This design comes from an exercise in tuning for small area and a short achievable clock period on the open sky130 flow, not from production work.
RTL that was checked went through simulation tests only; none was proved equivalent to the original.
For run 1, only the layout was checked, not whether the RTL still works.
No run shown here takes its clock network from TritonCTS; it comes from the design's own scripts or RTL.
No driver is modelled on the clock port, so clock power and skew are understated where the tree is cut down; a real chip needs a root buffer or a tree.
No activity file was given, so power comes from the tool's default toggle rates.

==> flow/design.v, too long to show whole: its modules and the start of the top module <==
// module mac16: 1196 lines
// module mac16_fa: 4 lines
// module mac16_pp: 3 lines
// module mac16_ha: 4 lines
module mac16 (
    input             clk,
    input             rst_n,
    input      [15:0] a,
    input      [15:0] b,
    input      [31:0] acc,
    output reg [31:0] out
);
  // ...
==> flow/flow/run.sh <==
#!/bin/bash
# Own layout flow: the standard ORFS flow (standard.sh, synthesis included)
# with two hooks:
#  - flow/resize_hook.tcl, before the placement resizer: port buffer cells and
#    the drive strength of the operand flip-flops;
#  - flow/cts_hook3.tcl, at the start of CTS: a balanced clock tree of
#    inverter pairs (port -> 4 x clkinv_8 -> 4 x clkinv_16 -> flip-flops)
#    instead of TritonCTS's two-level H-tree of buffers.
set -euo pipefail
here=$(pwd)
export PRE_RESIZE_TCL=$here/flow/resize_hook.tcl
export PRE_CTS_TCL=$here/flow/cts_hook3.tcl
bash standard.sh > $here/standard_flow.log 2>&1
==> flow/flow/cts_hook3.tcl <==
# Clock tree of inverter pairs: the clock port drives four clkinv_8 clock
# inverters; each drives one clkinv_16, which drives the clock pins of one
# quarter of the flip-flops (halved at the median x, then at the median y).
# Every flip-flop sees the same two inverters between it and the port, so the
# clock keeps its polarity and the tree is balanced.
set db [ord::get_db]
set block [ord::get_db_block]
set clk_net [$block findNet clk]
set leaf_master [$db findMaster sky130_fd_sc_hd__clkinv_16]
set root_master [$db findMaster sky130_fd_sc_hd__clkinv_8]

set sinks {}
foreach it [$clk_net getITerms] {
  if {[$it isInputSignal]} {
    set loc [[$it getInst] getLocation]
    lappend sinks [list $it [lindex $loc 0] [lindex $loc 1]]
  }
}
proc bisect {items idx depth} {
  if {$depth == 0} { return [list $items] }
  set s [lsort -real -index $idx $items]
  set h [expr {[llength $s] / 2}]
  set nidx [expr {$idx == 1 ? 2 : 1}]
  return [concat [bisect [lrange $s 0 [expr {$h - 1}]] $nidx [expr {$depth - 1}]] \
                 [bisect [lrange $s $h end] $nidx [expr {$depth - 1}]]]
}
proc centre {items} {
  set sx 0; set sy 0
  foreach s $items { set sx [expr {$sx + [lindex $s 1]}]; set sy [expr {$sy + [lindex $s 2]}] }
  set n [llength $items]
  return [list [expr {int($sx / $n)}] [expr {int($sy / $n)}]]
}
set i 0
foreach g [bisect $sinks 1 2] {
  lassign [centre $g] cx cy
  set rinst [odb::dbInst_create $block $root_master "clkinv_r${i}"]
  set rnet [odb::dbNet_create $block "clknet_r${i}"]
  $rnet setSigType CLOCK
  [$rinst findITerm A] connect $clk_net
  [$rinst findITerm Y] connect $rnet
  $rinst setLocation $cx $cy
  $rinst setPlacementStatus PLACED
  set inst [odb::dbInst_create $block $leaf_master "clkinv_l${i}"]
  set net [odb::dbNet_create $block "clknet_l${i}"]
  $net setSigType CLOCK
  [$inst findITerm A] connect $rnet
  [$inst findITerm Y] connect $net
  foreach s $g {
    set it [lindex $s 0]
    $it disconnect
    $it connect $net
  }
  $inst setLocation $cx $cy
  $inst setPlacementStatus PLACED
  puts "cts_hook: clkinv_l${i} drives [llength $g] clock pins"
  incr i
}
$clk_net setSigType CLOCK

# cts.tcl calls repair_clock_inverters and clock_tree_synthesis next; the tree
# is already built (and its inverters must not be cloned per flip-flop).
rename repair_clock_inverters my_unused_repair_clock_inverters
proc repair_clock_inverters {args} { puts "cts_hook: clock inverters kept as built" }
rename clock_tree_synthesis my_unused_clock_tree_synthesis
proc clock_tree_synthesis {args} { puts "cts_hook: clock tree built by flow/cts_hook3.tcl" }
==> flow/flow/resize_hook.tcl <==
# Port buffers: a small buffer on inputs, a faster one on outputs (out[*] drives
# the 10 fF load and sits on the output timing path).
set n_in 0
set n_out 0
foreach inst [get_cells *] {
  set name [get_property $inst name]
  set ref [get_property $inst ref_name]
  if {[regexp {^input[0-9]+$} $name] && [string match "*buf*" $ref]
      && [get_property [get_nets -of_objects [get_pins $name/A]] name] ne "rst_n"} {
    replace_cell $inst sky130_fd_sc_hd__buf_1
    incr n_in
  } elseif {[regexp {^output[0-9]+$} $name] && [string match "*buf*" $ref]} {
    replace_cell $inst sky130_fd_sc_hd__buf_2
    incr n_out
  } elseif {[regexp {^[ab]_r\[[0-9]+\]} $name] && $ref eq "sky130_fd_sc_hd__dfxtp_1"} {
    replace_cell $inst sky130_fd_sc_hd__dfxtp_4
  }
}
puts "resize_hook: $n_in input and $n_out output buffers replaced"

# Logic cells that synthesis sized up (_2, _4, ...) go back to their smallest
# drive strength: the clock period leaves every such path far from critical.
set n_down 0
foreach inst [get_cells *] {
  set ref [get_property $inst ref_name]
  if {[regexp {^(sky130_fd_sc_hd__([a-z0-9]+))_([0-9]+)$} $ref -> base func drive]
      && $drive > 1
      && ![regexp {^(df|sdf|edf|dl|buf|clk|inv|bufinv|conb|tap|fill|decap|fa|ha)} $func]} {
    foreach small {1 0} {
      set lib_cell [get_lib_cells -quiet */${base}_${small}]
      if {$lib_cell ne ""} {
        replace_cell $inst [get_property $lib_cell name]
        incr n_down
        break
      }
    }
  }
}
puts "resize_hook: $n_down logic cells set to their smallest size"
==> flow/standard.sh <==
#!/bin/bash
# synth_recipe.tcl (not shown) runs the flow's synth.tcl, then flattens the netlist and writes it again
# the make line also repeats each setting of config.mk as NAME=value (left out here)
make -C /OpenROAD-flow-scripts/flow DESIGN_CONFIG=/design/flow/config.mk WORK_HOME=/design/flow/orfs CLKGATE_MAP_FILE= SYNTH_SCRIPT=/design/flow/synth_recipe.tcl "${@:-finish}"
==> flow/config.mk <==
export PLATFORM = sky130hd
export DESIGN_NAME = mac16
export DESIGN_NICKNAME = mac16
export VERILOG_FILES = /design/flow/design.v
export SDC_FILE = /design/flow/constraint.sdc
export NUM_CORES = 4
export LEC_CHECK = 0
export ABC_AREA = 1
export CAP_MARGIN = 20
export CORE_MARGIN = 2
export CORE_UTILIZATION = 65
export SLEW_MARGIN = 20
export SYNTH_HIERARCHICAL = 1
export SYNTH_MINIMUM_KEEP_SIZE = 0
==> flow/constraint.sdc <==
create_clock -name core_clock -period 15.0 [get_ports {clk}]
set_input_delay 3.0000 -clock core_clock [delete_from_list [all_inputs] [get_ports {clk}]]
set_output_delay 3.0000 -clock core_clock [all_outputs]
set_load 0.01 [all_outputs]
==> metrics.cfg, run 1 <==
[outcome]
outcome=timing/DRC/antenna clean

[layout]
multi_input_area_share=0.5994
drive_gt1_frac=0.08240
layout_commonest_cell=nor2_1
layout_common_cells=nor2_1, fa_1, dfxtp_1

[synth]
synth_commonest_cells=nor2_1, fa_1, dfxtp_1
synth_edf_count=0
syn_avg_cell_area_um2=11.87

[critical_path]
worstSetupStartpoint=out[25]
path_depth=1
cp_max_fo=1

[sta]
slew_headroom=0.6387
fmax_ghz=0.2739
fin_ws_ps=11350

[power_and_ir_drop]
pg_clk_w=0.000173
p_seq_w=0.000609
switchingPower_w=0.0007141

[placed_design]
dpl.hpwl_um=17490

[routing]
drt-met1-wl_um=8933
top_layer_used=met4
wl_met3_um=2078

[grt]
grtUsageMet2=0.5000
use_met1=0.3903

[floorplan]
die_y_um=130.6
start_util=0.6601

==> inputs of run 2 (changes only) <==
--- a/flow/design.v
+++ b/flow/design.v
@@ -1118,80 +1118,106 @@
     wire pg10 = g[25] | (p[25] & g[24]);
     wire pp10 = p[25] & p[24];
     wire pg11 = g[27] | (p[27] & g[26]);
     wire pp11 = p[27] & p[26];
     wire pg12 = g[29] | (p[29] & g[28]);
     wire pp12 = p[29] & p[28];
     wire pg13 = g[31] | (p[31] & g[30]);
     wire pp13 = p[31] & p[30];
-    wire pg14 = pg2 | (pp2 & pg1);
-    wire pg15 = pg4 | (pp4 & pg3);
-    wire pp15 = pp4 & pp3;
-    wire pg16 = pg6 | (pp6 & pg5);
-    wire pp16 = pp6 & pp5;
-    wire pg17 = pg8 | (pp8 & pg7);
-    wire pp17 = pp8 & pp7;
-    wire pg18 = pg10 | (pp10 & pg9);
-    wire pp18 = pp10 & pp9;
-    wire pg19 = pg12 | (pp12 & pg11);
-    wire pp19 = pp12 & pp11;
-    wire pg20 = pg15 | (pp15 & pg14);
-    wire pg21 = pg17 | (pp17 & pg16);
-    wire pp21 = pp17 & pp16;
-    wire pg22 = pg19 | (pp19 & pg18);
-    wire pp22 = pp19 & pp18;
-    wire pg23 = pg21 | (pp21 & pg20);
-    wire pg24 = pg22 | (pp22 & pg23);
-    wire pg25 = pg16 | (pp16 & pg20);
-    wire pg26 = pg18 | (pp18 & pg23);
-    wire pg27 = pg3 | (pp3 & pg14);
-    wire pg28 = pg5 | (pp5 & pg20);
-    wire pg29 = pg7 | (pp7 & pg25);
-    wire pg30 = pg9 | (pp9 & pg23);
-    wire pg31 = pg11 | (pp11 & pg26);
-    wire pg32 = pg13 | (pp13 & pg24);
-    wire pg33 = g[8] | (p[8] & pg1);
-    wire pg34 = g[10] | (p[10] & pg14);
-    wire pg35 = g[12] | (p[12] & pg27);
-    wire pg36 = g[14] | (p[14] & pg20);
-    wire pg37 = g[16] | (p[16] & pg28);
-    wire pg38 = g[18] | (p[18] & pg25);
-    wire pg39 = g[20] | (p[20] & pg29);
-    wire pg40 = g[22] | (p[22] & pg23);
-    wire pg41 = g[24] | (p[24] & pg30);
-    wire pg42 = g[26] | (p[26] & pg26);
-    wire pg43 = g[28] | (p[28] & pg31);
-    wire pg44 = g[30] | (p[30] & pg24);
+    wire pg14 = g[8] | (p[8] & pg1);
+    wire pg15 = pg2 | (pp2 & pg1);
+    wire pg16 = g[12] | (p[12] & pg3);
+    wire pp16 = p[12] & pp3;
+    wire pg17 = pg4 | (pp4 & pg3);
+    wire pp17 = pp4 & pp3;
+    wire pg18 = g[16] | (p[16] & pg5);
+    wire pp18 = p[16] & pp5;
+    wire pg19 = pg6 | (pp6 & pg5);
+    wire pp19 = pp6 & pp5;
+    wire pg20 = g[20] | (p[20] & pg7);
+    wire pp20 = p[20] & pp7;
+    wire pg21 = pg8 | (pp8 & pg7);
+    wire pp21 = pp8 & pp7;
+    wire pg22 = g[24] | (p[24] & pg9);
+    wire pp22 = p[24] & pp9;
+    wire pg23 = pg10 | (pp10 & pg9);
+    wire pp23 = pp10 & pp9;
+    wire pg24 = g[28] | (p[28] & pg11);
+    wire pp24 = p[28] & pp11;
+    wire pg25 = pg12 | (pp12 & pg11);
+    wire pp25 = pp12 & pp11;
+    wire pg26 = g[10] | (p[10] & pg15);
+    wire pg27 = pg3 | (pp3 & pg15);
+    wire pg28 = pg16 | (pp16 & pg15);
+    wire pg29 = pg17 | (pp17 & pg15);
+    wire pg30 = g[18] | (p[18] & pg19);
+    wire pp30 = p[18] & pp19;
+    wire pg31 = pg7 | (pp7 & pg19);
+    wire pp31 = pp7 & pp19;
+    wire pg32 = pg20 | (pp20 & pg19);
+    wire pp32 = pp20 & pp19;
+    wire pg33 = pg21 | (pp21 & pg19);
+    wire pp33 = pp21 & pp19;
+    wire pg34 = g[26] | (p[26] & pg23);
+    wire pp34 = p[26] & pp23;
+    wire pg35 = pg11 | (pp11 & pg23);
+    wire pp35 = pp11 & pp23;
+    wire pg36 = pg24 | (pp24 & pg23);
+    wire pp36 = pp24 & pp23;
+    wire pg37 = pg25 | (pp25 & pg23);
+    wire pp37 = pp25 & pp23;
+    wire pg38 = g[14] | (p[14] & pg29);
+    wire pg39 = pg5 | (pp5 & pg29);
+    wire pg40 = pg18 | (pp18 & pg29);
+    wire pg41 = pg19 | (pp19 & pg29);
+    wire pg42 = pg30 | (pp30 & pg29);
+    wire pg43 = pg31 | (pp31 & pg29);
+    wire pg44 = pg32 | (pp32 & pg29);
+    wire pg45 = pg33 | (pp33 & pg29);
+    wire pg46 = g[30] | (p[30] & pg37);
+    wire pp46 = p[30] & pp37;
+    wire pg47 = pg13 | (pp13 & pg37);
+    wire pp47 = pp13 & pp37;
+    wire pg48 = g[22] | (p[22] & pg45);
+    wire pg49 = pg9 | (pp9 & pg45);
+    wire pg50 = pg22 | (pp22 & pg45);
+    wire pg51 = pg23 | (pp23 & pg45);
+    wire pg52 = pg34 | (pp34 & pg45);
+    wire pg53 = pg35 | (pp35 & pg45);
+    wire pg54 = pg36 | (pp36 & pg45);
+    wire pg55 = pg37 | (pp37 & pg45);
+    wire pg56 = pg46 | (pp46 & pg45);
+    wire pg57 = pg47 | (pp47 & pg45);
     wire [31:7] hi;
     assign hi[7] = p[7] ^ z_r;
     assign hi[8] = p[8] ^ pg1;
-    assign hi[9] = p[9] ^ pg33;
-    assign hi[10] = p[10] ^ pg14;
-    assign hi[11] = p[11] ^ pg34;
+    assign hi[9] = p[9] ^ pg14;
+    assign hi[10] = p[10] ^ pg15;
+    assign hi[11] = p[11] ^ pg26;
     assign hi[12] = p[12] ^ pg27;
-    assign hi[13] = p[13] ^ pg35;
-    assign hi[14] = p[14] ^ pg20;
-    assign hi[15] = p[15] ^ pg36;
-    assign hi[16] = p[16] ^ pg28;
-    assign hi[17] = p[17] ^ pg37;
-    assign hi[18] = p[18] ^ pg25;
-    assign hi[19] = p[19] ^ pg38;
-    assign hi[20] = p[20] ^ pg29;
-    assign hi[21] = p[21] ^ pg39;
-    assign hi[22] = p[22] ^ pg23;
-    assign hi[23] = p[23] ^ pg40;
-    assign hi[24] = p[24] ^ pg30;
-    assign hi[25] = p[25] ^ pg41;
-    assign hi[26] = p[26] ^ pg26;
-    assign hi[27] = p[27] ^ pg42;
-    assign hi[28] = p[28] ^ pg31;
-    assign hi[29] = p[29] ^ pg43;
-    assign hi[30] = p[30] ^ pg24;
-    assign hi[31] = p[31] ^ pg44;
+    assign hi[13] = p[13] ^ pg28;
+    assign hi[14] = p[14] ^ pg29;
+    assign hi[15] = p[15] ^ pg38;
+    assign hi[16] = p[16] ^ pg39;
+    assign hi[17] = p[17] ^ pg40;
+    assign hi[18] = p[18] ^ pg41;
+    assign hi[19] = p[19] ^ pg42;
+    assign hi[20] = p[20] ^ pg43;
+    assign hi[21] = p[21] ^ pg44;
+    assign hi[22] = p[22] ^ pg45;
+    assign hi[23] = p[23] ^ pg48;
+    assign hi[24] = p[24] ^ pg49;
+    assign hi[25] = p[25] ^ pg50;
+    assign hi[26] = p[26] ^ pg51;
+    assign hi[27] = p[27] ^ pg52;
+    assign hi[28] = p[28] ^ pg53;
+    assign hi[29] = p[29] ^ pg54;
+    assign hi[30] = p[30] ^ pg55;
+    assign hi[31] = p[31] ^ pg56;
     wire [31:0] sum = {hi, lo_r};
     always @(posedge clk or negedge rst_n) begin
         if (!rst_n)
             out <= 32'd0;
         else
             out <= v2 ? sum : 32'd0;
     end
 endmodule
==> flow/flow/run.sh (replaced) <==
#!/bin/bash
# Own layout flow: the standard ORFS flow (standard.sh, synthesis included)
# with two hooks:
#  - flow/resize_hook.tcl, before the placement resizer: port buffer cells and
#    the drive strength of the operand flip-flops;
#  - flow/cts_hook3.tcl, at the start of CTS: a balanced clock tree of
#    inverter pairs (port -> 4 x clkinv_4 -> 4 x clkinv_16 -> flip-flops)
#    instead of TritonCTS's two-level H-tree of buffers.
set -euo pipefail
here=$(pwd)
export PRE_RESIZE_TCL=$here/flow/resize_hook.tcl
export PRE_CTS_TCL=$here/flow/cts_hook3.tcl
bash standard.sh > $here/standard_flow.log 2>&1
--- a/flow/flow/cts_hook3.tcl
+++ b/flow/flow/cts_hook3.tcl
@@ -1,18 +1,18 @@
-# Clock tree of inverter pairs: the clock port drives four clkinv_8 clock
+# Clock tree of inverter pairs: the clock port drives four small clock
 # inverters; each drives one clkinv_16, which drives the clock pins of one
 # quarter of the flip-flops (halved at the median x, then at the median y).
 # Every flip-flop sees the same two inverters between it and the port, so the
 # clock keeps its polarity and the tree is balanced.
 set db [ord::get_db]
 set block [ord::get_db_block]
 set clk_net [$block findNet clk]
 set leaf_master [$db findMaster sky130_fd_sc_hd__clkinv_16]
-set root_master [$db findMaster sky130_fd_sc_hd__clkinv_8]
+set root_master [$db findMaster sky130_fd_sc_hd__clkinv_4]
 
 set sinks {}
 foreach it [$clk_net getITerms] {
   if {[$it isInputSignal]} {
     set loc [[$it getInst] getLocation]
     lappend sinks [list $it [lindex $loc 0] [lindex $loc 1]]
   }
 }
==> flow/flow/resize_hook.tcl (replaced) <==
# Port buffers: a small buffer on inputs, a faster one on outputs (out[*] drives
# the 10 fF load and sits on the output timing path).
set n_in 0
set n_out 0
foreach inst [get_cells *] {
  set name [get_property $inst name]
  set ref [get_property $inst ref_name]
  if {[regexp {^input[0-9]+$} $name] && [string match "*buf*" $ref]
      && [get_property [get_nets -of_objects [get_pins $name/A]] name] ne "rst_n"} {
    replace_cell $inst sky130_fd_sc_hd__buf_1
    incr n_in
  } elseif {[regexp {^output[0-9]+$} $name] && [string match "*buf*" $ref]} {
    replace_cell $inst sky130_fd_sc_hd__buf_2
    incr n_out
  } elseif {[regexp {^[ab]_r\[[0-9]+\]} $name] && $ref eq "sky130_fd_sc_hd__dfxtp_1"} {
    replace_cell $inst sky130_fd_sc_hd__dfxtp_2
  }
}
puts "resize_hook: $n_in input and $n_out output buffers replaced"
==> flow/config.mk (replaced) <==
export PLATFORM = sky130hd
export DESIGN_NAME = mac16
export DESIGN_NICKNAME = mac16
export VERILOG_FILES = /design/flow/design.v
export SDC_FILE = /design/flow/constraint.sdc
export NUM_CORES = 4
export LEC_CHECK = 0
export CAP_MARGIN = 20
export CORE_MARGIN = 2
export CORE_UTILIZATION = 65
export SLEW_MARGIN = 20
export SYNTH_HIERARCHICAL = 1
export SYNTH_MINIMUM_KEEP_SIZE = 0
==> run 2 against run 1 <==
Critical path depth is 6 higher; register-to-register slack worse by 60 ps; routed wire length decreased by 1.1%; highest routed layer unchanged; power increased by 4.7%; die area is 0.19% higher; sequential share of layout area is 0.56 points lower; utilization fell by 0.37 points; combinational power rose by about 10%; first-iteration DRC count is 20% higher.
==> metrics.cfg, run 2 <==
[clock_tree]
ctsResizeCount=0  ; unchanged
ctsHoldBuffers=0  ; unchanged
clk_pin_slew_worst_paths_ps=90  ; was 80 ps
clk_latency_ps=180  ; was 150 ps
postCtsSetupBuffers=0  ; unchanged

[floorplan]
io_pins=98  ; unchanged
die_y_um=130.7  ; was 130.6 um
core_area_um2=15770  ; unchanged
die_w_um=130.7  ; was 130.6 um
row_count=46  ; unchanged
die_area_um2=17080  ; was 17040 um^2
start_util=0.6614  ; was 0.6601

[layout]
syn_to_final_growth_pct=8.361  ; was 9.122%
layout_commonest_cell=nor2_1  ; unchanged
layout_common_cells=nor2_1, fa_1, dfxtp_1  ; unchanged
antennaDiodeCount=0  ; unchanged
reg.largest.list=acc_r: 32 flops, out: 32 flops, x_r: 25 flops  ; unchanged
nets=1302  ; was 1334
drive_gt1_frac=0.09176  ; was 0.08240

[grt]
grt_pass1_vias=7145  ; was 7504
grt.total_usage=0.2856  ; was 0.2913
grt_overflow_total=0  ; unchanged
grt_start_max_net_pins=40  ; unchanged
antenna_found_initial=0  ; unchanged
grt_pass1_wl_um=36990  ; was 37650 um

[outcome]
outcome=timing/DRC/antenna clean  ; unchanged

[power_and_ir_drop]
power_frac_seq=0.344  ; was 0.359
p_int_w=0.001045  ; was 0.0009847 W
switching_share=0.4122  ; was 0.4204
clockPowerShare=0.091  ; was 0.102
switchingPower_w=0.0007329  ; was 0.0007141 W
ir_drop_mv=0.08255  ; was 0.06273 mV
pwr-share-comb=0.565  ; was 0.540
power_density_nw_per_um2=157.3  ; was 149.6 nW/um^2
power_leakage_nw=5.151  ; was 5.384 nW

[sta]
setup_viol=0  ; unchanged
fin_tns_setup_ps=0  ; unchanged
finalHoldViolCount=0  ; unchanged
slew_headroom=0.4729  ; was 0.6387
slew_violations=0  ; unchanged
fmax_ghz=0.2700  ; was 0.2739 GHz
fin_ws_ps=11300  ; was 11350 ps
worstMarginPinSlew_ps=790.6  ; was 542.0 ps
timing.final.crit_share=0.2469  ; was 0.2434
fin_crit_ps=3703  ; was 3651 ps
fin_worst_skew_ps=15.36  ; was 12.72 ps
rsz0062_at_grt=no  ; unchanged

[critical_path]
reg2reg_to=x_r[18]  ; unchanged
crit_type=reg2reg  ; was reg2out
reg2regPathDepth=7  ; was 8
critPathBufInv=0  ; was 1
cp_data_required_time_ps=15060  ; was 12000 ps
start_kind=flop  ; unchanged
path_delay_family=adder cells  ; was flip-flops
rrSetupSlack_ps=11300  ; was 11360 ps
r2r_start=a_r[14]  ; was b_r[1]
cp_slowest_cell=dfxtp_2  ; was dfrtp_1
crit_arrival_ps=3770  ; was 650 ps
cp_max_fo=16  ; was 1
cpPeakStageDelay_ps=610  ; was 370 ps
cp-end-kind=flop  ; was output port
cp_common_cell=fa_1
path_cells=nor2_1 > fa_1 > fa_1 > fa_1 > fa_1 > fa_1 > fa_1  ; was buf_2

[hold_path]
hold_depth=0  ; unchanged
holdPathEnd=v2  ; unchanged
hold_start=v1  ; unchanged
hp-class=reg2reg  ; unchanged

[synth]
synthTopCellsByArea=fa_1, dfxtp_1, nor2_1  ; unchanged
netlist_instances=856  ; was 877
synth_seq_cells=154  ; unchanged
yosysSeqAreaShare=0.3119  ; was 0.3125
synth_nets=1197  ; was 1226
synth_commonest_cells=nor2_1, fa_1, dfxtp_1  ; unchanged
syn_avg_cell_area_um2=12.18  ; was 11.87 um^2
post-synth-top-area-fraction=0.4511  ; was 0.4654
async_reset_ff_frac=0.2208  ; unchanged
synth_most_common_cell=nor2_1  ; unchanged
yosysTopAreaCell=fa_1  ; unchanged
synth_edf_count=0  ; unchanged
ys.warnings.count=7  ; unchanged
synth-main-ff-cell=dfxtp_1  ; unchanged
synth_cell_types=40  ; was 26
syn_area_um2=10430  ; was 10410 um^2

[routing]
dr.pass1.iters=5  ; was 7
drc=0  ; unchanged
via_count=6637  ; was 6734
post_drt_wl_per_cell_um=19.76  ; was 19.59 um
ant_nets=0  ; unchanged
viasPerCell=5.649  ; was 5.616
wl_um=23220  ; was 23490 um
drt_iter0_drc=594  ; was 494

[placed_design]
gp_congestion=0.9274  ; was 0.9477
dpl.hpwl_um=17620  ; was 17490 um
dpl_worst_slack_ps=11290  ; was 11240 ps
port_buffers=97  ; unchanged

[job]
cap_violations=0  ; unchanged

run 2: cell types whose count changed in the layout (fill, tap and decap cells not counted), moves of 7 or more:
cell | before | now
nand2_1 | 44 | 10
dfxtp_2 | 0 | 32
dfxtp_4 | 32 | 0
inv_1 | 70 | 43
and2_1 | 0 | 25
nor2_1 | 283 | 260
xnor2_1 | 3 | 14
fa_1 | 242 | 235
run 2: area by class of cell:
cell class                 instances  area [um^2]
inverter                          51        316.6
tap                              216        270.3
sequential                       154         3293
multi-input combinational        656         7004
timing repair buffer              98        417.9
fill                            1191         4468
run 2: how the worst max path moves through the flow:
stage               slack (ps)     from  cells after the start  endpoint
floorplan                11520   b_r[3]                      7   x_r[16]
CTS                      11290    rst_n                      2        v2
global route             11200  a_r[14]                      7   x_r[18]
detailed placement       11290    rst_n                      2        v1
finish                   11300  a_r[14]                      7   x_r[18]
global placement         11150   b_r[2]                      8   lo_r[6]
run 2: per-module statistics from Yosys (local to each module, per instance):
module    cells  area (um^2)  flip-flops and latches  times used
mac16       352         4639                     154           1
mac16_fa      1        20.02                       0         230
mac16_ha      1        12.51                       0          18
mac16_pp      1        3.754                       0         256
run 2: stage by stage:
| stage | utilization | hold WS, ps | cell area, um^2 | power [W] | instances |
|---|---|---|---|---|---|
| 4_1_cts | 0.7167 | 347.8 | 11300 | 0.001750 | 1175 |
| 3_5_place_dp | 0.7068 | 337.8 | 11150 | 0.001617 | 1167 |
| 6_report | 0.7167 | 359.0 | 11300 | 0.001778 | 1175 |
| 3_3_place_gp | 0.7398 | 342.0 | 11670 | 0.001604 | 1167 |
| 5_1_grt | 0.7167 | 376.3 | 11300 | 0.001947 | 1175 |
| 2_1_floorplan | - | 331.2 | 10430 | 0.001314 | 856 |
run 2: cell families (layout without fill, tap and decap cells):
kind of cell	count (synthesis)	after routing	share of synthesized area
buffers and inverters	46	149	0.01655
other	1	1	0.0003595
xor gates and xnor gates	18	18	0.01512
and+or+nand+nor	320	320	0.1275
muxes	2	2	0.001919
adders and majority gates	275	275	0.4990
DFF	154	154	0.3119
AOI/OAI and AO/OA	40	40	0.02759
run 2: metal layers:
layer,wire length [um],GRT usage,share of wire
met4,610,0.06508,0.026
met1,9549,0.4192,0.41
met2,10670,0.4638,0.46
met3,2389,0.04235,0.10
met5,0,0,0
run 2: power by group through the flow:
stage | registers, W | clock network (W) | logic [W]
final | 0.000611 | 0.000162 | 0.00101
after global routing | 0.000623 | 0.000184 | 0.00114
after CTS | 0.000620 | 0.000130 | 0.00100
after detailed placement | 0.000619 | 0 | 0.000998
after global placement | 0.000615 | 0 | 0.000989
after floorplan | 0.000609 | 0 | 0.000705
==> inputs of run 3 (changes only) <==
--- a/flow/flow/resize_hook.tcl
+++ b/flow/flow/resize_hook.tcl
@@ -14,5 +14,5 @@
     incr n_out
   } elseif {[regexp {^[ab]_r\[[0-9]+\]} $name] && $ref eq "sky130_fd_sc_hd__dfxtp_1"} {
-    replace_cell $inst sky130_fd_sc_hd__dfxtp_2
+    replace_cell $inst sky130_fd_sc_hd__dfxtp_4
   }
 }
==> run 3 against run 2 <==
Critical path depth shrank 6; final cell count did not move; area after synthesis unchanged; synthesized cell count unchanged; highest routed layer unchanged; first-iteration DRC count grew 3.4%; still clean.
==> metrics.cfg, run 3 <==
[synth]
synth_nets=1197  ; unchanged
post-synth-top-area-fraction=0.4511  ; unchanged
yosysTopAreaCell=fa_1  ; unchanged
synth_edf_count=0  ; unchanged
yosysSeqAreaShare=0.3119  ; unchanged
ys.warnings.count=7  ; unchanged
synthTopCellsByArea=fa_1, dfxtp_1, nor2_1  ; unchanged
async_reset_ff_frac=0.2208  ; unchanged
synth_seq_cells=154  ; unchanged
synth-main-ff-cell=dfxtp_1  ; unchanged
synth_cell_types=40  ; unchanged
synth_most_common_cell=nor2_1  ; unchanged
syn_area_um2=10430  ; unchanged
netlist_instances=856  ; unchanged
syn_avg_cell_area_um2=12.18  ; unchanged
synth_commonest_cells=nor2_1, fa_1, dfxtp_1  ; unchanged

[sta]
hold_slack_ps=359.2  ; was 359.0 ps
rsz0062_at_grt=no  ; unchanged
worstMarginPinSlew_ps=794.3  ; was 790.6 ps
slew_headroom=0.4704  ; was 0.4729
fin_tns_setup_ps=0  ; unchanged
fin_worst_skew_ps=15.31  ; was 15.36 ps
slew_violations=0  ; unchanged
finalHoldViolCount=0  ; unchanged
fin_crit_ps=3672  ; was 3703 ps
timing.final.crit_share=0.2448  ; was 0.2469
fmax_ghz=0.2723  ; was 0.2700 GHz
fin_ws_ps=11330  ; was 11300 ps
setup_viol=0  ; unchanged

[grt]
grt_pass1_wl_um=37140  ; was 36990 um
grt_pass1_vias=7330  ; was 7145
grt_start_max_net_pins=40  ; unchanged
antenna_found_initial=0  ; unchanged
grt.total_usage=0.2882  ; was 0.2856
grt_overflow_total=0  ; unchanged

[critical_path]
cp_data_required_time_ps=12000  ; was 15060 ps
path_cells=buf_2  ; was nor2_1 > fa_1 > fa_1 > fa_1 > fa_1 > fa_1 > fa_1
crit_type=reg2out  ; was reg2reg
cpPeakStageDelay_ps=370  ; was 610 ps
cp-end-kind=output port  ; was flop
critPathBufInv=1  ; was 0
start_kind=flop  ; unchanged
reg2reg_to=x_r[18]  ; unchanged
crit_arrival_ps=670  ; was 3770 ps
r2r_start=b_r[5]  ; was a_r[14]
cp_max_fo=1  ; was 16
worstSetupStartpoint=out[22]  ; was a_r[14]
rrSetupSlack_ps=11440  ; was 11300 ps
path_delay_family=flip-flops  ; was adder cells
reg2regPathDepth=7  ; unchanged
cp_slowest_cell=dfrtp_1  ; was dfxtp_2

[placed_design]
dpl_worst_slack_ps=11290  ; about the same
gp_congestion=0.9274  ; unchanged
dpl.hpwl_um=17700  ; was 17620 um
placed_cells=1167  ; unchanged
port_buffers=97  ; unchanged

[layout]
layout_commonest_cell=nor2_1  ; unchanged
antennaDiodeCount=0  ; unchanged
syn_to_final_growth_pct=9.129  ; was 8.361%
fill_cells=1164  ; was 1191
layout_common_cells=nor2_1, fa_1, dfxtp_1  ; unchanged
drive_gt1_frac=0.09176  ; unchanged
final_cells=1175  ; unchanged
reg.largest.list=acc_r: 32 flops, out: 32 flops, x_r: 25 flops  ; unchanged
nets=1302  ; unchanged

[routing]
dr.pass1.iters=5  ; unchanged
viasPerCell=5.703  ; was 5.649
ant_nets=0  ; unchanged
drc=0  ; unchanged
drt_iter0_drc=614  ; was 594
post_drt_wl_per_cell_um=19.91  ; was 19.76 um
via_count=6701  ; was 6637
wl_um=23400  ; was 23220 um

[power_and_ir_drop]
design_power_total_w=0.001777  ; was 0.001778 W
power_density_nw_per_um2=156.2  ; was 157.3 nW/um^2
ir_drop_mv=0.08751  ; was 0.08255 mV
power_leakage_nw=5.161  ; was 5.151 nW

[clock_tree]
postCtsSetupBuffers=0  ; unchanged
ctsHoldBuffers=0  ; unchanged
clk_pin_slew_worst_paths_ps=80  ; was 90 ps
clk_latency_ps=180  ; about the same
ctsResizeCount=0  ; unchanged

[hold_path]
hold_depth=0  ; unchanged
hp-class=reg2reg  ; unchanged
holdPathEnd=v2  ; unchanged
hold_start=v1  ; unchanged

[job]
cap_violations=0  ; unchanged

[floorplan]
io_pins=98  ; unchanged
row_count=46  ; unchanged
die_y_um=130.7  ; unchanged
die_w_um=130.7  ; unchanged
start_util=0.6614  ; unchanged
core_area_um2=15770  ; unchanged
die_area_um2=17080  ; unchanged

[outcome]
outcome=timing/DRC/antenna clean  ; unchanged

[run 3: cell types whose count changed in the layout (fill, tap and decap cells not counted)]
cell	previous run	this run
dfxtp_4	0	32
dfxtp_2	32	0
[run 3: logic make-up (layout without fill, tap and decap cells)]
group,count (synthesis),count (layout),share of synthesized area
simple gates,320,320,0.1275
fa+ha+maj,275,275,0.4990
flops,154,154,0.3119
buf+inv,46,149,0.01655
compound gates,40,40,0.02759
xor+xnor,18,18,0.01512
mux,2,2,0.001919
other cells,1,1,0.0003595
[run 3: worst max path at each step]
stage,end,slack (ps),cells past startpoint
5_1_grt,out[24],11290,1
2_1_floorplan,x_r[16],11520,7
6_report,out[22],11330,1
3_3_place_gp,lo_r[6],11150,8
3_5_place_dp,v1,11290,2
4_1_cts,v1,11290,2
[run 3: per-module statistics from Yosys, one instance, submodules excluded]
module / copies in the design / flip-flops and latches / cells / cell area (um^2)
mac16: 1 / 154 / 352 / 4639
mac16_fa: 230 / 0 / 1 / 20.02
mac16_ha: 18 / 0 / 1 / 12.51
mac16_pp: 256 / 0 / 1 / 3.754
[run 3: cell type report]
type                    count  area (um^2)  area share
flip-flops and latches    154         3373      0.2964
inverters                  51        316.6     0.02781
multi-input cells         656         7004      0.6154
repair buffers             98        417.9     0.03672
well taps                 216        270.3     0.02374
[run 3: report_power, final]
group,internal [W],switching [W]
combinational,0.000477,0.000532
clock,0.0000283,0.000133
sequential,0.000538,0.0000694
total,0.00104,0.000734
[run 3: metal layers]
metal  share of wire  GRT usage  wire length [um]  vias up
li1                -          -                 -     2843
met1            0.40     0.4175              9440     3373
met2            0.46     0.4617             10780      432
met3            0.11    0.05090              2517       53
met4           0.028    0.07760               658        0
met5               0          0                 0        -
[run 3: per-stage QoR]
step                cell area [um^2]  utilization
floorplan                      10430            -
global placement               11670       0.7398
detailed placement             11230       0.7119
CTS                            11380       0.7218
global route                   11380       0.7218
finish                         11380       0.7218
==> inputs of run 4 (changes only) <==
--- a/flow/config.mk
+++ b/flow/config.mk
@@ -8,5 +8,5 @@
 export CAP_MARGIN = 20
 export CORE_MARGIN = 2
-export CORE_UTILIZATION = 65
+export CORE_UTILIZATION = 75
 export SLEW_MARGIN = 20
 export SYNTH_HIERARCHICAL = 1
==> run 4 against run 3 <==
Sequential power hardly changed; maximum frequency fell by 0.21%; critical path depth unchanged; first-iteration DRC count grew 17%; worst hold slack improved by 9.4 ps; flip-flop and latch count unchanged; clock power about the same; die area down 13%; critical path type unchanged; register-to-register slack is essentially flat; largest power group unchanged; area after synthesis stayed put; power is 2.5% higher; design area decreased by 0.40%.
==> metrics.cfg, run 4 <==
[outcome]
outcome=timing/DRC/antenna clean  ; unchanged

[job]
cap_violations=0  ; unchanged

[synth]
synthAdderAreaFrac=0.4990  ; unchanged
syn_avg_cell_area_um2=12.18  ; unchanged
synth_cell_types=40  ; unchanged
synth-main-ff-cell=dfxtp_1  ; unchanged
synth_commonest_cells=nor2_1, fa_1, dfxtp_1  ; unchanged
synth_seq_cells=154  ; unchanged
synth_simple_gate_area_share=0.1275  ; unchanged
synth_top_family_by_area=adder cells  ; unchanged
synth_edf_count=0  ; unchanged
async_reset_ff_frac=0.2208  ; unchanged
synth_nets=1197  ; unchanged
synthTopCellsByArea=fa_1, dfxtp_1, nor2_1  ; unchanged
synth_mux_area_frac=0.001919  ; unchanged
ys.warnings.count=7  ; unchanged
synth_compound_area_frac=0.02759  ; unchanged
synth_most_common_cell=nor2_1  ; unchanged
yosysSeqAreaShare=0.3119  ; unchanged
synth-xor-area-share=0.01512  ; unchanged
syn_area_um2=10430  ; unchanged
netlist_instances=856  ; unchanged
yosysTopAreaCell=fa_1  ; unchanged
post-synth-top-area-fraction=0.4511  ; unchanged

[floorplan]
start_util=0.7602  ; was 0.6614
core_area_um2=13720  ; was 15770 um^2
die_y_um=121.9  ; was 130.7 um
die_w_um=121.9  ; was 130.7 um
die_area_um2=14870  ; was 17080 um^2
row_count=43  ; was 46
io_pins=98  ; unchanged

[routing]
wl_um=24310  ; was 23400 um
dr.pass1.iters=6  ; was 5
drc=0  ; unchanged
post_drt_wl_per_cell_um=21.34  ; was 19.91 um
ant_nets=0  ; unchanged
via_count=6937  ; was 6701
viasPerCell=6.090  ; was 5.703
drt_iter0_drc=718  ; was 614

[clock_tree]
clk_latency_ps=180  ; about the same
clk_pin_slew_worst_paths_ps=80  ; about the same
postCtsSetupBuffers=0  ; unchanged
ctsResizeCount=0  ; unchanged
ctsHoldBuffers=0  ; unchanged

[critical_path]
path_depth=1  ; unchanged
cp_data_required_time_ps=12000  ; about the same
reg2regPathDepth=7  ; unchanged
r2r_start=b_r[1]  ; was b_r[5]
cp-endpoint=out[8]  ; was out[22]
start_kind=flop  ; unchanged
worstSetupStartpoint=out[8]  ; was out[22]
cpPeakStageDelay_ps=380  ; was 370 ps
cp-end-kind=output port  ; unchanged
path_cells=buf_2  ; unchanged
rrSetupSlack_ps=11440  ; about the same
crit_type=reg2out  ; unchanged
cp_slowest_cell=dfrtp_1  ; unchanged
crit_arrival_ps=680  ; was 670 ps
path_delay_family=flip-flops  ; unchanged
cp_max_fo=1  ; unchanged
reg2reg_to=x_r[18]  ; unchanged
critPathBufInv=1  ; unchanged

[sta]
rsz0062_at_grt=no  ; unchanged
fin_tns_setup_ps=0  ; unchanged
hold_slack_ps=368.6  ; was 359.2 ps
slew_headroom=0.4881  ; was 0.4704
timing.final.crit_share=0.2453  ; was 0.2448
finalHoldViolCount=0  ; unchanged
fin_worst_skew_ps=11.50  ; was 15.31 ps
worstMarginPinSlew_ps=767.9  ; was 794.3 ps
setup_viol=0  ; unchanged
slew_violations=0  ; unchanged
fin_crit_ps=3680  ; was 3672 ps
fmax_ghz=0.2718  ; was 0.2723 GHz

[placed_design]
port_buffers=97  ; unchanged
dpl.hpwl_um=18110  ; was 17700 um
gp_congestion=0.9307  ; was 0.9274

[layout]
nets=1302  ; unchanged
utilization=0.8264  ; was 0.7218
reg.largest.list=acc_r: 32 flops, out: 32 flops, x_r: 25 flops  ; unchanged
layout_common_cells=nor2_1, fa_1, dfxtp_1  ; unchanged
layout_commonest_cell=nor2_1  ; unchanged
syn_to_final_growth_pct=8.697  ; was 9.129%
drive_gt1_frac=0.09176  ; unchanged
antennaDiodeCount=0  ; unchanged

[grt]
grt.total_usage=0.3527  ; was 0.2882
grt_pass1_wl_um=39370  ; was 37140 um
antenna_found_initial=0  ; unchanged
grt_start_max_net_pins=40  ; unchanged
grt_overflow_total=0  ; unchanged
grt_pass1_vias=7955  ; was 7330

[power_and_ir_drop]
p_int_w=0.001055  ; was 0.001043 W
power_density_nw_per_um2=160.7  ; was 156.2 nW/um^2
switchingPower_w=0.0007666  ; was 0.0007342 W
power_frac_seq=0.334  ; was 0.342
switching_share=0.4208  ; was 0.4131
clockPowerShare=0.087  ; was 0.091
power_leakage_nw=5.161  ; unchanged
ir_drop_mv=0.09483  ; was 0.08751 mV
pwr-share-comb=0.579  ; was 0.567

[hold_path]
hp-class=reg2reg  ; unchanged

==> run 4: routing by layer <==
layer / track usage / up-vias / share of wire
met5: 0 / - / 0
met4: 0.1394 / 0 / 0.048
met3: 0.09504 / 122 / 0.12
met2: 0.5754 / 564 / 0.48
met1: 0.4583 / 3401 / 0.36
li1: - / 2850 / -
==> run 4: metrics by stage <==
stage	std cells	instance area, um^2	total power (W)	setup WS, ps
2_1_floorplan	856	10430	0.001314	11520
3_3_place_gp	1131	11620	0.001594	11150
3_5_place_dp	1131	11180	0.001636	11290
4_1_cts	1139	11340	0.001777	11280
5_1_grt	1139	11340	0.001971	11280
6_report	1139	11340	0.001822	11320
==> run 4: logic make-up after synthesis <==
family	after synthesis
AND/OR/NAND/NOR	320
adder cells (fa/ha/maj)	275
flip-flops	154
buffers and inverters	46
AO/OA/AOI/OAI	40
XOR/XNOR	18
multiplexers	2
other	1
==> run 4: power groups by stage <==
| stage | combinational [W] | sequential (W) | clock, W |
|---|---|---|---|
| 2_1_floorplan | 0.000705 | 0.000609 | 0 |
| 3_3_place_gp | 0.000981 | 0.000612 | 0 |
| 3_5_place_dp | 0.00102 | 0.000615 | 0 |
| 4_1_cts | 0.00103 | 0.000616 | 0.000130 |
| 5_1_grt | 0.00117 | 0.000617 | 0.000181 |
| 6_report | 0.00105 | 0.000608 | 0.000159 |
==> run 4: modules after synthesis, one instance, submodules excluded <==
module    area [um^2]  copies in the design  flops+latches
mac16            4639                     1            154
mac16_fa        20.02                   230              0
mac16_ha        12.51                    18              0
mac16_pp        3.754                   256              0
==> run 4: worst min path at each step <==
stage          start  end  slack [ps]  cells after the start
2_1_floorplan     v1   v2         330                      0
3_5_place_dp      v1   v2         350                      0
5_1_grt           v1   v2         390                      0
4_1_cts           v1   v2         360                      0
3_3_place_gp      v1   v2         340                      0
6_report          v1   v2         370                      0
==> run 4: layout make-up <==
type	instances	area, um^2
Inverter	51	316.6
Tap cell	180	225.2
Sequential cell	154	3373
Multi-Input combinational cell	656	7004
Timing Repair Buffer	98	417.9
Fill cell	729	2382
==> inputs of run 5 (changes only) <==
--- a/flow/flow/run.sh
+++ b/flow/flow/run.sh
@@ -5,5 +5,5 @@
 #    the drive strength of the operand flip-flops;
 #  - flow/cts_hook3.tcl, at the start of CTS: a balanced clock tree of
-#    inverter pairs (port -> 4 x clkinv_4 -> 4 x clkinv_16 -> flip-flops)
+#    inverter pairs (port -> 4 x clkinv_8 -> 4 x clkinv_16 -> flip-flops)
 #    instead of TritonCTS's two-level H-tree of buffers.
 set -euo pipefail
--- a/flow/flow/cts_hook3.tcl
+++ b/flow/flow/cts_hook3.tcl
@@ -1,3 +1,3 @@
-# Clock tree of inverter pairs: the clock port drives four small clock
+# Clock tree of inverter pairs: the clock port drives four clkinv_8 clock
 # inverters; each drives one clkinv_16, which drives the clock pins of one
 # quarter of the flip-flops (halved at the median x, then at the median y).
@@ -8,5 +8,5 @@
 set clk_net [$block findNet clk]
 set leaf_master [$db findMaster sky130_fd_sc_hd__clkinv_16]
-set root_master [$db findMaster sky130_fd_sc_hd__clkinv_4]
+set root_master [$db findMaster sky130_fd_sc_hd__clkinv_8]
 
 set sinks {}
--- a/flow/config.mk
+++ b/flow/config.mk
@@ -8,5 +8,5 @@
 export CAP_MARGIN = 20
 export CORE_MARGIN = 2
-export CORE_UTILIZATION = 75
+export CORE_UTILIZATION = 72
 export SLEW_MARGIN = 20
 export SYNTH_HIERARCHICAL = 1
==> run 5 against run 4 <==
Flip-flop and latch count is the same; design area grew 0.27%; die area grew 4.0%; combinational power is essentially flat; still clean on timing, DRC and antenna; clock skew shrank 1.4 ps; final cell count is the same; clock power grew 6%; largest power group unchanged; sequential share of layout area shrank 0.079 points; power shrank 1.3%.
==> metrics.cfg, run 5 <==
[critical_path]
cpPeakStageDelay_ps=370  ; was 380 ps
path_cells=buf_2  ; unchanged
cp-end-kind=output port  ; unchanged
crit_type=reg2out  ; unchanged
cp_data_required_time_ps=12000  ; about the same
path_delay_family=flip-flops  ; unchanged
crit_arrival_ps=640  ; was 680 ps
critPathBufInv=1  ; unchanged
cp_max_fo=1  ; unchanged
start_kind=flop  ; unchanged
cp_slowest_cell=dfrtp_1  ; unchanged

[floorplan]
die_w_um=124.4  ; was 121.9 um
io_pins=98  ; unchanged
die_area_um2=15470  ; was 14870 um^2
core_area_um2=14040  ; was 13720 um^2
die_y_um=124.4  ; was 121.9 um
row_count=43  ; unchanged
start_util=0.7428  ; was 0.7602

[clock_tree]
ctsHoldBuffers=0  ; unchanged
ctsResizeCount=0  ; unchanged
postCtsSetupBuffers=0  ; unchanged
clk_pin_slew_worst_paths_ps=80  ; about the same
clk_latency_ps=140  ; was 180 ps

[sta]
slew_violations=0  ; unchanged
hold_slack_ps=357.1  ; was 368.6 ps
setup_viol=0  ; unchanged
fmax_ghz=0.2744  ; was 0.2718 GHz
slew_headroom=0.4894  ; was 0.4881
fin_tns_setup_ps=0  ; unchanged
fin_crit_ps=3644  ; was 3680 ps
rsz0062_at_grt=no  ; unchanged
fin_worst_skew_ps=10.07  ; was 11.50 ps
worstMarginPinSlew_ps=766.0  ; was 767.9 ps
timing.final.crit_share=0.2429  ; was 0.2453
finalHoldViolCount=0  ; unchanged

[power_and_ir_drop]
ir_drop_mv=0.08964  ; was 0.09483 mV
design_power_total_w=0.001798  ; was 0.001822 W
power_density_nw_per_um2=158.2  ; was 160.7 nW/um^2
power_leakage_nw=5.172  ; was 5.161 nW

[synth]
syn_area_um2=10430  ; unchanged
async_reset_ff_frac=0.2208  ; unchanged
synth_cell_types=40  ; unchanged
synth_seq_cells=154  ; unchanged
yosysSeqAreaShare=0.3119  ; unchanged
synth_edf_count=0  ; unchanged
synthTopCellsByArea=fa_1, dfxtp_1, nor2_1  ; unchanged
post-synth-top-area-fraction=0.4511  ; unchanged
synth_nets=1197  ; unchanged
netlist_instances=856  ; unchanged
yosysTopAreaCell=fa_1  ; unchanged
synth_commonest_cells=nor2_1, fa_1, dfxtp_1  ; unchanged
synth-main-ff-cell=dfxtp_1  ; unchanged
synth_most_common_cell=nor2_1  ; unchanged
ys.warnings.count=7  ; unchanged
syn_avg_cell_area_um2=12.18  ; unchanged

[layout]
nets=1302  ; unchanged
utilization=0.8095  ; was 0.8264
drive_gt1_frac=0.09176  ; unchanged
reg.largest.list=acc_r: 32 flops, out: 32 flops, x_r: 25 flops  ; unchanged
syn_to_final_growth_pct=8.986  ; was 8.697%
fill_cells=819  ; was 729
layout_commonest_cell=nor2_1  ; unchanged
layout_common_cells=nor2_1, fa_1, dfxtp_1  ; unchanged
antennaDiodeCount=0  ; unchanged

[routing]
drc=0  ; unchanged
post_drt_wl_per_cell_um=20.65  ; was 21.34 um
wl_met3_um=2815  ; was 2906 um
wl_um=23520  ; was 24310 um
viasPerCell=6.009  ; was 6.090
dr.pass1.iters=6  ; unchanged
drt_iter0_drc=692  ; was 718
top_layer_used=met4  ; unchanged
via_count=6844  ; was 6937
wl_met2_um=11110  ; was 11580 um
ant_nets=0  ; unchanged
drt-met1-wl_um=8808  ; was 8659 um

[placed_design]
port_buffers=97  ; unchanged
gp_congestion=0.9172  ; was 0.9307
dpl.hpwl_um=17950  ; was 18110 um

[grt]
grt.total_usage=0.3206  ; was 0.3527
antenna_found_initial=0  ; unchanged
grt_start_max_net_pins=40  ; unchanged
grt_pass1_vias=7829  ; was 7955
grt_pass1_wl_um=39120  ; was 39370 um
grt_overflow_total=0  ; unchanged

[job]
cap_violations=0  ; unchanged

[outcome]
outcome=timing/DRC/antenna clean  ; unchanged

[hold_path]
hp-class=reg2reg  ; unchanged

-- run 5: cell counts after synthesis --
Identical to the previous run, type by type.
-- run 5: report_power, final --
group	leakage, nW	switching, W	internal, W	total (W)
sequential	1.46	0.0000681	0.000538	0.000607
clock	0.0732	0.000133	0.0000358	0.000169
combinational	3.64	0.000544	0.000479	0.00102
-- run 5: through the flow --
step | cells | area, um^2 | worst slack, ps
finish | 1139 | 11370 | 11360
global route | 1139 | 11370 | 11330
CTS | 1139 | 11370 | 11250
detailed placement | 1131 | 11180 | 11270
global placement | 1131 | 11620 | 11150
floorplan | 856 | 10430 | 11520
-- run 5: path summary, 6_finish.rpt --
path / start / endpoint / slack (ps) / cells after the start
hold reg to reg: v1 / v2 / 360 / 0
setup reg to reg: b_r[1] / x_r[18] / 11450 / 7
hold / removal: v1 / v2 / 360 / 0
setup / recovery: out[22] / out[22] / 11360 / 1
min in group asynchronous: rst_n / out[6] / 3250 / 2
max in group asynchronous: rst_n / out[27] / 11460 / 2
-- run 5: cell families after synthesis --
| kind of cell | after synthesis | synth area share |
|---|---|---|
| AND/OR/NAND/NOR | 320 | 0.1275 |
| multiplexers | 2 | 0.001919 |
| other | 1 | 0.0003595 |
| adder cells (fa/ha/maj) | 275 | 0.4990 |
| AO/OA/AOI/OAI | 40 | 0.02759 |
| flip-flops | 154 | 0.3119 |
| XOR/XNOR | 18 | 0.01512 |
| buffers and inverters | 46 | 0.01655 |
-- run 5: modules after synthesis, one instance, submodules excluded --
module,flip-flops and latches,cells,copies in the design
mac16,154,352,1
mac16_fa,0,1,230
mac16_ha,0,1,18
mac16_pp,0,1,256
-- run 5: worst register-to-register path, delay by kind of cell, from the launching register on --
kind	cells	cell delay, ps
DFF	1	490
adders and majority gates	6	2810
and+or+nand+nor	1	130
-- run 5: routing by layer --
layer | GRT usage | vias to the layer above
met3 | 0.07259 | 84
met2 | 0.5214 | 535
met5 | 0 | -
met1 | 0.4400 | 3377
met4 | 0.1011 | 0
li1 | - | 2848
-- run 5: cell type report --
cell class,count,area [um^2],area share
multi-input combinational,656,7004,0.6162
inverter,51,346.6,0.03049
tap,180,225.2,0.01981
timing repair buffer,98,417.9,0.03676
sequential,154,3373,0.2968
==> inputs of run 6 (changes only) <==
--- a/flow/config.mk
+++ b/flow/config.mk
@@ -8,5 +8,5 @@
 export CAP_MARGIN = 20
 export CORE_MARGIN = 2
-export CORE_UTILIZATION = 72
+export CORE_UTILIZATION = 58
 export SLEW_MARGIN = 20
 export SYNTH_HIERARCHICAL = 1
==> run 6 against run 5 <==
Still clean; sequential share of layout area shrank 0.17 points; utilization shrank 17 points; first-iteration DRC count shrank 40%.
==> metrics.cfg, run 6 <==
[outcome]
outcome=timing/DRC/antenna clean  ; unchanged

[job]
cap_violations=0  ; unchanged

[placed_design]
placed_cells=1180  ; was 1131
dpl.hpwl_um=17670  ; was 17950 um
gp_congestion=0.8804  ; was 0.9172
port_buffers=97  ; unchanged

[synth]
synth-main-ff-cell=dfxtp_1  ; unchanged
synth_cell_types=40  ; unchanged
synth_most_common_cell=nor2_1  ; unchanged
ys.warnings.count=7  ; unchanged
async_reset_ff_frac=0.2208  ; unchanged
syn_avg_cell_area_um2=12.18  ; unchanged
synth_nets=1197  ; unchanged
yosysTopAreaCell=fa_1  ; unchanged
synth_seq_cells=154  ; unchanged
synth_edf_count=0  ; unchanged
syn_area_um2=10430  ; unchanged
post-synth-top-area-fraction=0.4511  ; unchanged
synth_commonest_cells=nor2_1, fa_1, dfxtp_1  ; unchanged
yosysSeqAreaShare=0.3119  ; unchanged
synthTopCellsByArea=fa_1, dfxtp_1, nor2_1  ; unchanged
netlist_instances=856  ; unchanged

[sta]
timing.final.crit_share=0.2428  ; was 0.2429
hold_slack_ps=367.0  ; was 357.1 ps
setup_viol=0  ; unchanged
slew_violations=0  ; unchanged
fin_crit_ps=3642  ; was 3644 ps
rsz0062_at_grt=no  ; unchanged
worstMarginPinSlew_ps=793.0  ; was 766.0 ps
slew_headroom=0.4713  ; was 0.4894
fmax_ghz=0.2746  ; was 0.2744 GHz
fin_worst_skew_ps=15.50  ; was 10.07 ps
fin_tns_setup_ps=0  ; unchanged
finalHoldViolCount=0  ; unchanged

[routing]
drc=0  ; unchanged
via_count=6463  ; was 6844
wl_um=23000  ; was 23520 um
viasPerCell=5.436  ; was 6.009
drt_iter0_drc=412  ; was 692
post_drt_wl_per_cell_um=19.34  ; was 20.65 um
ant_nets=0  ; unchanged
dr.pass1.iters=7  ; was 6

[floorplan]
row_count=49  ; was 43
core_area_um2=17780  ; was 14040 um^2
die_y_um=138.1  ; was 124.4 um
start_util=0.5866  ; was 0.7428
die_w_um=138.1  ; was 124.4 um
io_pins=98  ; unchanged
die_area_um2=19070  ; was 15470 um^2

[critical_path]
cp_slowest_cell=dfrtp_1  ; unchanged
cp-end-kind=output port  ; unchanged
path_delay_family=flip-flops  ; unchanged
cp_max_fo=1  ; unchanged
path_cells=buf_2  ; unchanged
crit_arrival_ps=640  ; about the same
start_kind=flop  ; unchanged
cpPeakStageDelay_ps=370  ; about the same
cp_data_required_time_ps=12000  ; about the same
crit_type=reg2out  ; unchanged
critPathBufInv=1  ; unchanged

[layout]
layout_common_cells=nor2_1, fa_1, dfxtp_1  ; unchanged
utilization=0.6429  ; was 0.8095
drive_gt1_frac=0.09176  ; unchanged
fill_cells=1402  ; was 819
layout_commonest_cell=nor2_1  ; unchanged
reg.largest.list=acc_r: 32 flops, out: 32 flops, x_r: 25 flops  ; unchanged
syn_to_final_growth_pct=9.597  ; was 8.986%
nets=1302  ; unchanged
final_cells=1189  ; was 1139

[grt]
grt.total_usage=0.2466  ; was 0.3206
grt_start_max_net_pins=40  ; unchanged
grt_pass1_wl_um=37390  ; was 39120 um
grt_overflow_total=0  ; unchanged
antenna_found_initial=1  ; was 0
grt_pass1_vias=7293  ; was 7829

[power_and_ir_drop]
ir_drop_mv=0.08891  ; was 0.08964 mV
power_density_nw_per_um2=155.4  ; was 158.2 nW/um^2
power_leakage_nw=5.172  ; unchanged

[clock_tree]
clk_pin_slew_worst_paths_ps=80  ; about the same
ctsResizeCount=0  ; unchanged
ctsHoldBuffers=0  ; unchanged
postCtsSetupBuffers=0  ; unchanged
clk_latency_ps=150  ; was 140 ps

[hold_path]
hp-class=reg2reg  ; unchanged

-- run 6: through the flow --
| stage | setup WS [ps] | total power, W | instance area, um^2 |
|---|---|---|---|
| 2_1_floorplan | 11520 | 0.001314 | 10430 |
| 3_3_place_gp | 11170 | 0.001614 | 11680 |
| 3_5_place_dp | 11270 | 0.001621 | 11240 |
| 4_1_cts | 11270 | 0.001761 | 11430 |
| 5_1_grt | 11320 | 0.001947 | 11430 |
| 6_report | 11360 | 0.001776 | 11430 |
-- run 6: layer usage --
metal | up-vias | GRT usage | wire length [um]
met5 | - | 0 | 0
met4 | 0 | 0.06015 | 627
met3 | 37 | 0.06062 | 2273
met2 | 346 | 0.3927 | 10440
met1 | 3237 | 0.3499 | 9651
li1 | 2843 | - | -
-- run 6: logic make-up (layout without fill, tap and decap cells) --
group / count (synthesis) / after routing / synth area share
AO/OA/AOI/OAI: 40 / 40 / 0.02759
XOR/XNOR: 18 / 18 / 0.01512
adder cells (fa/ha/maj): 275 / 275 / 0.4990
buffers and inverters: 46 / 149 / 0.01655
flip-flops: 154 / 154 / 0.3119
multiplexers: 2 / 2 / 0.001919
other: 1 / 2 / 0.0003595
AND/OR/NAND/NOR: 320 / 320 / 0.1275
-- run 6: area by class of cell --
cell class	count	area, um^2	share of cell area
Antenna cell	1	2.502	0.0002189
Inverter	51	346.6	0.03032
Multi-Input combinational cell	656	7004	0.6127
Sequential cell	154	3373	0.2951
Tap cell	229	286.5	0.02507
Timing Repair Buffer	98	417.9	0.03656
-- run 6: report_power, final --
group / leakage, nW / switching (W) / internal (W)
combinational: 3.64 / 0.000524 / 0.000476
sequential: 1.46 / 0.0000686 / 0.000538
clock: 0.0732 / 0.000133 / 0.0000359
-- run 6: path summary, 6_finish.rpt --
kind                          from  endpoint  slack (ps)  cells past startpoint
min in group asynchronous    rst_n    out[8]        3260                      2
setup reg to reg           a_r[14]   x_r[17]       11430                      7
max in group asynchronous    rst_n   out[23]       11460                      2
setup / recovery            out[8]    out[8]       11360                      1
hold / removal                  v1        v2         370                      0
hold reg to reg                 v1        v2         370                      0
-- run 6: per-module statistics from Yosys (local to each module, per instance) --
module,cells inside,cell area (um^2),copies in the design,flip-flops and latches
mac16,352,4639,1,154
mac16_fa,1,20.02,230,0
mac16_pp,1,3.754,256,0
mac16_ha,1,12.51,18,0
==> inputs of run 7 (changes only) <==
--- a/flow/config.mk
+++ b/flow/config.mk
@@ -8,5 +8,5 @@
 export CAP_MARGIN = 20
 export CORE_MARGIN = 2
-export CORE_UTILIZATION = 58
+export CORE_UTILIZATION = 65
 export SLEW_MARGIN = 20
 export SYNTH_HIERARCHICAL = 1
==> run 7 against run 6 <==
Still clean on timing, DRC and antenna; maximum frequency up 0.11%; sequential power about the same; design area down 0.16%; worst setup slack better by 4.0 ps; sequential share of layout area about the same; critical path depth unchanged; global-route usage up 4.1 points; area after synthesis unchanged; worst hold slack worse by 8.3 ps; critical endpoint is now out[22].
==> metrics.cfg, run 7 <==
[critical_path]
cp_slowest_cell=dfrtp_1  ; unchanged
critPathBufInv=1  ; unchanged
path_cells=buf_2  ; unchanged
cp_data_required_time_ps=12000  ; about the same
cpPeakStageDelay_ps=370  ; about the same
crit_type=reg2out  ; unchanged
start_kind=flop  ; unchanged
cp-end-kind=output port  ; unchanged
crit_arrival_ps=640  ; about the same
path_delay_family=flip-flops  ; unchanged
cp_max_fo=1  ; unchanged

[routing]
ant_nets=0  ; unchanged
wl_met3_um=2411  ; was 2273 um
post_drt_wl_per_cell_um=19.88  ; was 19.34 um
wl_met2_um=10730  ; was 10440 um
via_count=6682  ; was 6463
wl_um=23360  ; was 23000 um
drt-met1-wl_um=9480  ; was 9651 um
drc=0  ; unchanged
drt_iter0_drc=584  ; was 412
viasPerCell=5.687  ; was 5.436
top_layer_used=met4  ; unchanged
dr.pass1.iters=5  ; was 7

[clock_tree]
clk_pin_slew_worst_paths_ps=80  ; about the same
ctsResizeCount=0  ; unchanged
clk_latency_ps=150  ; about the same
postCtsSetupBuffers=0  ; unchanged
ctsHoldBuffers=0  ; unchanged

[placed_design]
port_buffers=97  ; unchanged
dpl_worst_slack_ps=11290  ; was 11270 ps
placed_cells=1167  ; was 1180
gp_congestion=0.9274  ; was 0.8804
dpl.hpwl_um=17700  ; was 17670 um

[sta]
fin_ws_ps=11360  ; about the same
finalHoldViolCount=0  ; unchanged
fin_tns_setup_ps=0  ; unchanged
slew_violations=0  ; unchanged
fin_crit_ps=3638  ; was 3642 ps
worstMarginPinSlew_ps=775.9  ; was 793.0 ps
rsz0062_at_grt=no  ; unchanged
slew_headroom=0.4827  ; was 0.4713
timing.final.crit_share=0.2425  ; was 0.2428
fin_worst_skew_ps=16.30  ; was 15.50 ps
fmax_ghz=0.2749  ; was 0.2746 GHz
setup_viol=0  ; unchanged

[layout]
antennaDiodeCount=0  ; was 1
fill_cells=1157  ; was 1402
reg.largest.list=acc_r: 32 flops, out: 32 flops, x_r: 25 flops  ; unchanged
layout_common_cells=nor2_1, fa_1, dfxtp_1  ; unchanged
layout_commonest_cell=nor2_1  ; unchanged
final_cells=1175  ; was 1189
drive_gt1_frac=0.09176  ; unchanged
nets=1302  ; unchanged
utilization=0.7237  ; was 0.6429
syn_to_final_growth_pct=9.417  ; was 9.597%

[power_and_ir_drop]
pwr-share-comb=0.564  ; was 0.563
power_density_nw_per_um2=156.0  ; was 155.4 nW/um^2
power_frac_seq=0.341  ; was 0.342
ir_drop_mv=0.08782  ; was 0.08891 mV
switchingPower_w=0.0007309  ; was 0.0007258 W
power_leakage_nw=5.172  ; unchanged
p_int_w=0.001050  ; was 0.001051 W
clockPowerShare=0.095  ; about the same
switching_share=0.4105  ; was 0.4086

[grt]
grt_start_max_net_pins=40  ; unchanged
grt_pass1_vias=7301  ; was 7293
grt.total_usage=0.2878  ; was 0.2466
grt_pass1_wl_um=37110  ; was 37390 um
antenna_found_initial=0  ; was 1
grt_overflow_total=0  ; unchanged

[floorplan]
start_util=0.6614  ; was 0.5866
die_w_um=130.7  ; was 138.1 um
die_y_um=130.7  ; was 138.1 um
io_pins=98  ; unchanged
die_area_um2=17080  ; was 19070 um^2
core_area_um2=15770  ; was 17780 um^2
row_count=46  ; was 49

[hold_path]
hp-class=reg2reg  ; unchanged

[synth]
synth_cell_types=40  ; unchanged
synth-main-ff-cell=dfxtp_1  ; unchanged
ys.warnings.count=7  ; unchanged
synth_commonest_cells=nor2_1, fa_1, dfxtp_1  ; unchanged
yosysTopAreaCell=fa_1  ; unchanged
async_reset_ff_frac=0.2208  ; unchanged
netlist_instances=856  ; unchanged
synth_most_common_cell=nor2_1  ; unchanged
synth_seq_cells=154  ; unchanged
synthTopCellsByArea=fa_1, dfxtp_1, nor2_1  ; unchanged
synth_edf_count=0  ; unchanged
syn_avg_cell_area_um2=12.18  ; unchanged
yosysSeqAreaShare=0.3119  ; unchanged
synth_nets=1197  ; unchanged
post-synth-top-area-fraction=0.4511  ; unchanged
syn_area_um2=10430  ; unchanged

[job]
cap_violations=0  ; unchanged

[outcome]
outcome=timing/DRC/antenna clean  ; unchanged

-- run 7: kinds of logic (layout without fill, tap and decap cells) --
logic type | Yosys count | count (layout) | synth area share
mux | 2 | 2 | 0.001919
other cells | 1 | 1 | 0.0003595
simple gates | 320 | 320 | 0.1275
xor+xnor | 18 | 18 | 0.01512
flops | 154 | 154 | 0.3119
buf+inv | 46 | 149 | 0.01655
fa+ha+maj | 275 | 275 | 0.4990
compound gates | 40 | 40 | 0.02759
-- run 7: worst paths after layout --
check | from | end | slack, ps | cells past startpoint
min reg2reg | v1 | v2 | 360 | 0
max | out[22] | out[22] | 11360 | 1
max reg2reg | b_r[5] | x_r[18] | 11420 | 7
min | v1 | v2 | 360 | 0
max in group asynchronous | rst_n | out[24] | 11480 | 2
min in group asynchronous | rst_n | out[8] | 3240 | 2
-- run 7: modules after synthesis, one instance, submodules excluded --
module	cell area, um^2	cells	times used
mac16	4639	352	1
mac16_fa	20.02	1	230
mac16_ha	12.51	1	18
mac16_pp	3.754	1	256
-- run 7: layout make-up --
type	instances	area (um^2)	share of cell area
inverters	51	346.6	0.03037
multi-input cells	656	7004	0.6137
flip-flops and latches	154	3373	0.2956
well taps	216	270.3	0.02368
repair buffers	98	417.9	0.03662
-- run 7: power by group through the flow --
stage / clock [W] / sequential, W / combinational [W]
global route: 0.000190 / 0.000620 / 0.00114
global placement: 0 / 0.000615 / 0.000989
finish: 0.000169 / 0.000608 / 0.00100
detailed placement: 0 / 0.000615 / 0.00100
CTS: 0.000137 / 0.000616 / 0.00100
floorplan: 0 / 0.000609 / 0.000705
-- run 7: stage by stage --
step | cell area [um^2] | power, W | hold WS (ps)
6_report | 11410 | 0.001780 | 358.8
3_3_place_gp | 11670 | 0.001604 | 342.0
3_5_place_dp | 11230 | 0.001616 | 337.8
2_1_floorplan | 10430 | 0.001314 | 331.2
5_1_grt | 11410 | 0.001955 | 376.1
4_1_cts | 11410 | 0.001756 | 347.8
-- run 7: layer usage --
layer,up-vias,GRT usage
li1,2843,-
met1,3322,0.4182
met2,440,0.4626
met3,77,0.04805
met4,0,0.07572
met5,-,0

what the ideal ports hide:
How much do the figures lean on ideal ports? The routed layouts below were timed once more, with nothing changed but the port constraints.
Step 1 (the two cells are an assumption about what drives the block):
set clk [get_ports {clk}]
set_driving_cell -lib_cell sky130_fd_sc_hd__clkbuf_16 $clk
set_driving_cell -lib_cell sky130_fd_sc_hd__buf_2 [delete_from_list [all_inputs] $clk]
Step 2 adds t to the input delays and takes it off the output delays; t is the mean of the earliest and latest rising clock arrival at the registers after step 1. Input paths then give back, and output paths get back, about the clock's delay inside the block.
Three values: ideal ports, drivers, drivers and shift; two values: the first two.
run	t, ns	setup WS [ns]	hold WS [ns]	clock arrival spread, ns
run 1	0.289	11.349 / 11.199 / 11.268	0.357 / 0.357 / 0.357	0.014 / 0.015
run 2	0.291	11.297 / 11.213 / 11.297	0.359 / 0.359 / 0.359	0.015 / 0.015
run 3	0.289	11.328 / 11.209 / 11.306	0.359 / 0.359 / 0.359	0.017 / 0.016
run 4	0.280	11.320 / 11.211 / 11.300	0.369 / 0.369 / 0.369	0.012 / 0.012
run 5	0.294	11.356 / 11.200 / 11.296	0.357 / 0.357 / 0.357	0.011 / 0.012
run 6	0.300	11.358 / 11.198 / 11.290	0.367 / 0.367 / 0.367	0.016 / 0.017
run 7	0.294	11.362 / 11.204 / 11.305	0.359 / 0.359 / 0.359	0.016 / 0.017
After both steps setup and hold are still met in every run listed. For run 1, which loses most, drivers alone change the setup slack by -0.150 ns; drivers and shift together by -0.081 ns. Setup slack includes reset recovery checks.
